This is an optimization exercise on Yosys and OpenROAD, whose aim is small area, a short achievable clock period and few clock cycles per item, not a production implementation.

==> inputs of trial 25 <==
==> flow/design.v <==
`timescale 1ns / 1ps
module gain_core (
    input  wire [15:0] data_i,
    input  wire [15:0] gain_i,
    output wire [15:0] data_o
);
    wire [16:0] gx = {gain_i, 1'b0};
    wire [16:0] dx = {data_i[15], data_i};
    reg [31:0] acc;
    reg [31:0] k;
    reg [17:0] row;
    reg        neg, one, two;
    integer    j;
    always @* begin
        k = 32'd2048;
        for (j = 0; j < 8; j = j + 1) k = k - (32'd1 << (17 + 2*j));
        acc = k;
        for (j = 0; j < 8; j = j + 1) begin
            neg = gx[2*j+2];
            one = gx[2*j+1] ^ gx[2*j];
            two = (gx[2*j+2] & ~gx[2*j+1] & ~gx[2*j]) | (~gx[2*j+2] & gx[2*j+1] & gx[2*j]);
            row = ({18{one}} & {dx[16], dx}) | ({18{two}} & {dx, 1'b0});
            row = row ^ {18{neg}};
            row[17] = ~row[17];
            acc = acc + ({14'd0, row} << (2*j)) + ({31'd0, neg} << (2*j));
        end
    end
    wire ovf = ~(&acc[31:27] | ~|acc[31:27]);
    assign data_o = ovf ? {acc[31], {15{~acc[31]}}} : acc[27:12];
endmodule
`timescale 1ns / 1ps
module axis_gain_wrapper #(
    parameter integer C_S_AXI_DATA_WIDTH = 32,
    parameter integer C_S_AXI_ADDR_WIDTH = 4,
    parameter integer AUDIO_WIDTH        = 16,
    parameter integer GAIN_FBITS         = 12
)(
    input  wire aclk,
    input  wire aresetn,
    input  wire [31:0] s_axis_tdata,
    input  wire        s_axis_tlast,
    input  wire        s_axis_tvalid,
    output wire        s_axis_tready,
    output wire [31:0] m_axis_tdata,
    output wire        m_axis_tlast,
    output wire        m_axis_tvalid,
    input  wire        m_axis_tready,
    input  wire [C_S_AXI_ADDR_WIDTH-1:0] s_axi_awaddr,
    input  wire                          s_axi_awvalid,
    output wire                          s_axi_awready,
    input  wire [C_S_AXI_DATA_WIDTH-1:0] s_axi_wdata,
    input  wire [3:0]                    s_axi_wstrb,
    input  wire                          s_axi_wvalid,
    output wire                          s_axi_wready,
    output wire [1:0]                    s_axi_bresp,
    output reg                           s_axi_bvalid,
    input  wire                          s_axi_bready,
    input  wire [C_S_AXI_ADDR_WIDTH-1:0] s_axi_araddr,
    input  wire                          s_axi_arvalid,
    output wire                          s_axi_arready,
    output reg  [C_S_AXI_DATA_WIDTH-1:0] s_axi_rdata,
    output wire [1:0]                    s_axi_rresp,
    output reg                           s_axi_rvalid,
    input  wire                          s_axi_rready
);
    reg [31:0] reg_control;
    reg [31:0] reg_gain_l;
    reg [31:0] reg_gain_r;
    reg        wack;       
    reg [1:0]  rsel;       
    assign s_axi_awready = wack;
    assign s_axi_wready  = wack;
    assign s_axi_bresp   = 2'b00;
    assign s_axi_rresp   = 2'b00;
    assign s_axi_arready = !s_axi_rvalid;
    wire wgo = s_axi_awvalid && s_axi_wvalid && !wack && !s_axi_bvalid && !s_axi_rvalid;
    wire [1:0] addr_w = s_axi_awaddr[3:2];
    wire [31:0] wd_ctl = s_axi_wdata & {32{aresetn}};
    wire [31:0] wd_gn  = {wd_ctl[31:13], s_axi_wdata[12] | !aresetn, wd_ctl[11:0]};
    wire we_ctl = (wgo && addr_w == 2'd0) || !aresetn;
    wire we_gl  = (wgo && addr_w == 2'd1) || !aresetn;
    wire we_gr  = (wgo && addr_w == 2'd2) || !aresetn;
    always @(posedge aclk) begin
        if (we_ctl) reg_control <= wd_ctl;
        if (we_gl)  reg_gain_l  <= wd_gn;
        if (we_gr)  reg_gain_r  <= wd_gn;
    end
    always @(posedge aclk) begin
        if (!aresetn) begin
            wack         <= 1'b0;
            s_axi_bvalid <= 1'b0;
        end else begin
            wack <= wgo;
            if (wack)
                s_axi_bvalid <= 1'b1;
            else if (s_axi_bready)
                s_axi_bvalid <= 1'b0;
        end
    end
    wire rgo = s_axi_arvalid && !s_axi_rvalid;
    always @(posedge aclk) begin
        if (!aresetn) begin
            s_axi_rvalid <= 1'b0;
        end else begin
            if (rgo)
                s_axi_rvalid <= 1'b1;
            else if (s_axi_rready)
                s_axi_rvalid <= 1'b0;
        end
    end
    always @(posedge aclk) begin
        if (rgo) rsel <= s_axi_araddr[3:2];
    end
    always @* begin
        case (rsel)
            2'd0:    s_axi_rdata = reg_control;
            2'd1:    s_axi_rdata = reg_gain_l;
            2'd2:    s_axi_rdata = reg_gain_r;
            default: s_axi_rdata = 32'b0;
        endcase
    end
    reg        v0, l0;
    reg [31:0] d0;
    reg [15:0] g0l, g0r;    
    reg        v1, l1;
    reg [31:0] o1;
    wire ce = m_axis_tready || !v1;
    assign s_axis_tready = ce;
    assign m_axis_tvalid = v1;
    assign m_axis_tlast  = l1;
    assign m_axis_tdata  = o1;
    wire [15:0] res_l, res_r;
    gain_core u_gain_l (.data_i(d0[15:0]),  .gain_i(g0l), .data_o(res_l));
    gain_core u_gain_r (.data_i(d0[31:16]), .gain_i(g0r), .data_o(res_r));
    always @(posedge aclk) begin
        if (ce) begin
            d0  <= s_axis_tdata;
            l0  <= s_axis_tlast;
            g0l <= reg_control[0] ? reg_gain_l[15:0] : 16'h1000;
            g0r <= reg_control[0] ? reg_gain_r[15:0] : 16'h1000;
            o1  <= {res_r, res_l};
            l1  <= l0;
        end
    end
    always @(posedge aclk) begin
        if (!aresetn) begin
            v0 <= 1'b0;
            v1 <= 1'b0;
        end else if (ce) begin
            v0 <= s_axis_tvalid;
            v1 <= v0;
        end
    end
endmodule
==> flow/run.sh <==
#!/bin/bash
# synth_recipe.tcl (not shown) runs the flow's synth.tcl, then flattens the netlist and writes it again
# the make line also repeats each setting of config.mk as NAME=value (left out here)
make -C /OpenROAD-flow-scripts/flow DESIGN_CONFIG=/design/flow/config.mk WORK_HOME=/design/flow/orfs CLKGATE_MAP_FILE= SYNTH_SCRIPT=/design/flow/synth_recipe.tcl finish
==> flow/config.mk <==
export PLATFORM = sky130hd
export DESIGN_NAME = axis_gain_wrapper
export DESIGN_NICKNAME = axis_gain_wrapper
export VERILOG_FILES = /design/flow/design.v
export SDC_FILE = /design/flow/constraint.sdc
export NUM_CORES = 4
export LEC_CHECK = 0
export ABC_AREA = 1
export CAP_MARGIN = 20
export CORE_MARGIN = 2
export CORE_UTILIZATION = 40
export SLEW_MARGIN = 20
==> flow/constraint.sdc <==
create_clock -name core_clock -period 8.0 [get_ports {aclk}]
set_input_delay 1.6000 -clock core_clock [delete_from_list [all_inputs] [get_ports {aclk}]]
set_output_delay 1.6000 -clock core_clock [all_outputs]
set_load 0.01 [all_outputs]
==> trial 9 (differences from trial 25) <==
SETUP_SLACK_MARGIN = 4   (was default)
==> trial 5 (differences from trial 25) <==
ABC_AREA = default   (was 1)
==> notes.md <==
| item | trial 9 | trial 25 | trial 5 |
|---|---|---|---|
| Drt wl/cell | 18.6 um | 17.7 um | 18.6 um |
| Initial core utilization | 40.6% | 40.6% | 40.5% |
| Worst r2r path cells | 24 | 24 | 20 |
| Final #Nets | 3,191 | 2,972 | 3,322 |
| Maximum number of pins on one net before global-route repair | 50 | 52 | 72 |
| Adder and majority cell fraction of the synthesized area | 25.6% | 25.6% | 24.7% |
| Wire length of the first global-routing pass | 102,000 um | 91,800 um | 111,000 um |
| Post-synthesis instance area | 21,400 sq um | 21,400 sq um | 24,500 sq um |
| Proportion of cell area occupied by multi-input gates | 53.9% | 55.0% | 59.8% |
| DR vias/cell | 5.39 | 5.24 | 5.79 |
| Crit path buf inv count | 4 | 5 | 2 |
| Die extent in x | 235 um | 235 um | 251 um |
| Commonest non-fill, non-tap cell in the layout | inv_1 | nand2_1 | nand2_1 |
| Count of vias placed by the detailed router | 18,800 | 17,100 | 21,500 |
| Detail Route met3 WL | 5310 um | 4820 um | 3660 um |
| Capturing element of the worst setup path | o1[1]$_DFFE_PP_ | o1[22]$_DFFE_PP_ | o1[1]$_DFFE_PP_ |
| Post-Synthesis Mean Instance Area | 8.64 sq um | 8.64 sq um | 8.29 sq um |
| Met2 Resource Use GR | 37.7% | 32.4% | 36.9% |
| Run status | timing/DRC/antenna clean | timing/DRC/antenna clean | timing/DRC/antenna clean |
Function was not checked in any run of this note: the RTL went through the layout flow alone.

==> afterwards: timing with drivers on the ports <==
The flow's constraints put no driver on any port. The routed layouts listed below were extracted and timed again, unchanged, in two steps.
Step 1, drivers: a clkbuf_16 drives aclk and a buf_2 each remaining input, both assumed.
Step 2 adds t to the input delays and takes it off the output delays; t is the mean of the earliest and latest rising clock arrival at the registers after step 1. Input paths then give back, and output paths get back, about the clock's delay inside the block.
Slacks: ideal ports / drivers / drivers and shift; pairs: ideal ports / drivers.
| run | t, ns | slack for setup (ns) | hold WS [ns] | worst data-port slew with drivers (ns) |
|---|---|---|---|---|
| trial 25 | 0.601 | 1.408 / 1.408 / 1.408 | 0.422 / 0.422 / 0.422 | 0.08 |
| trial 9 | 0.612 | 2.454 / 2.454 / 2.454 | 0.424 / 0.424 / 0.424 | 0.07 |
| trial 5 | 0.635 | 0.727 / 0.727 / 0.727 | 0.424 / 0.424 / 0.424 | 0.07 |
After both steps every run listed still meets setup and hold.
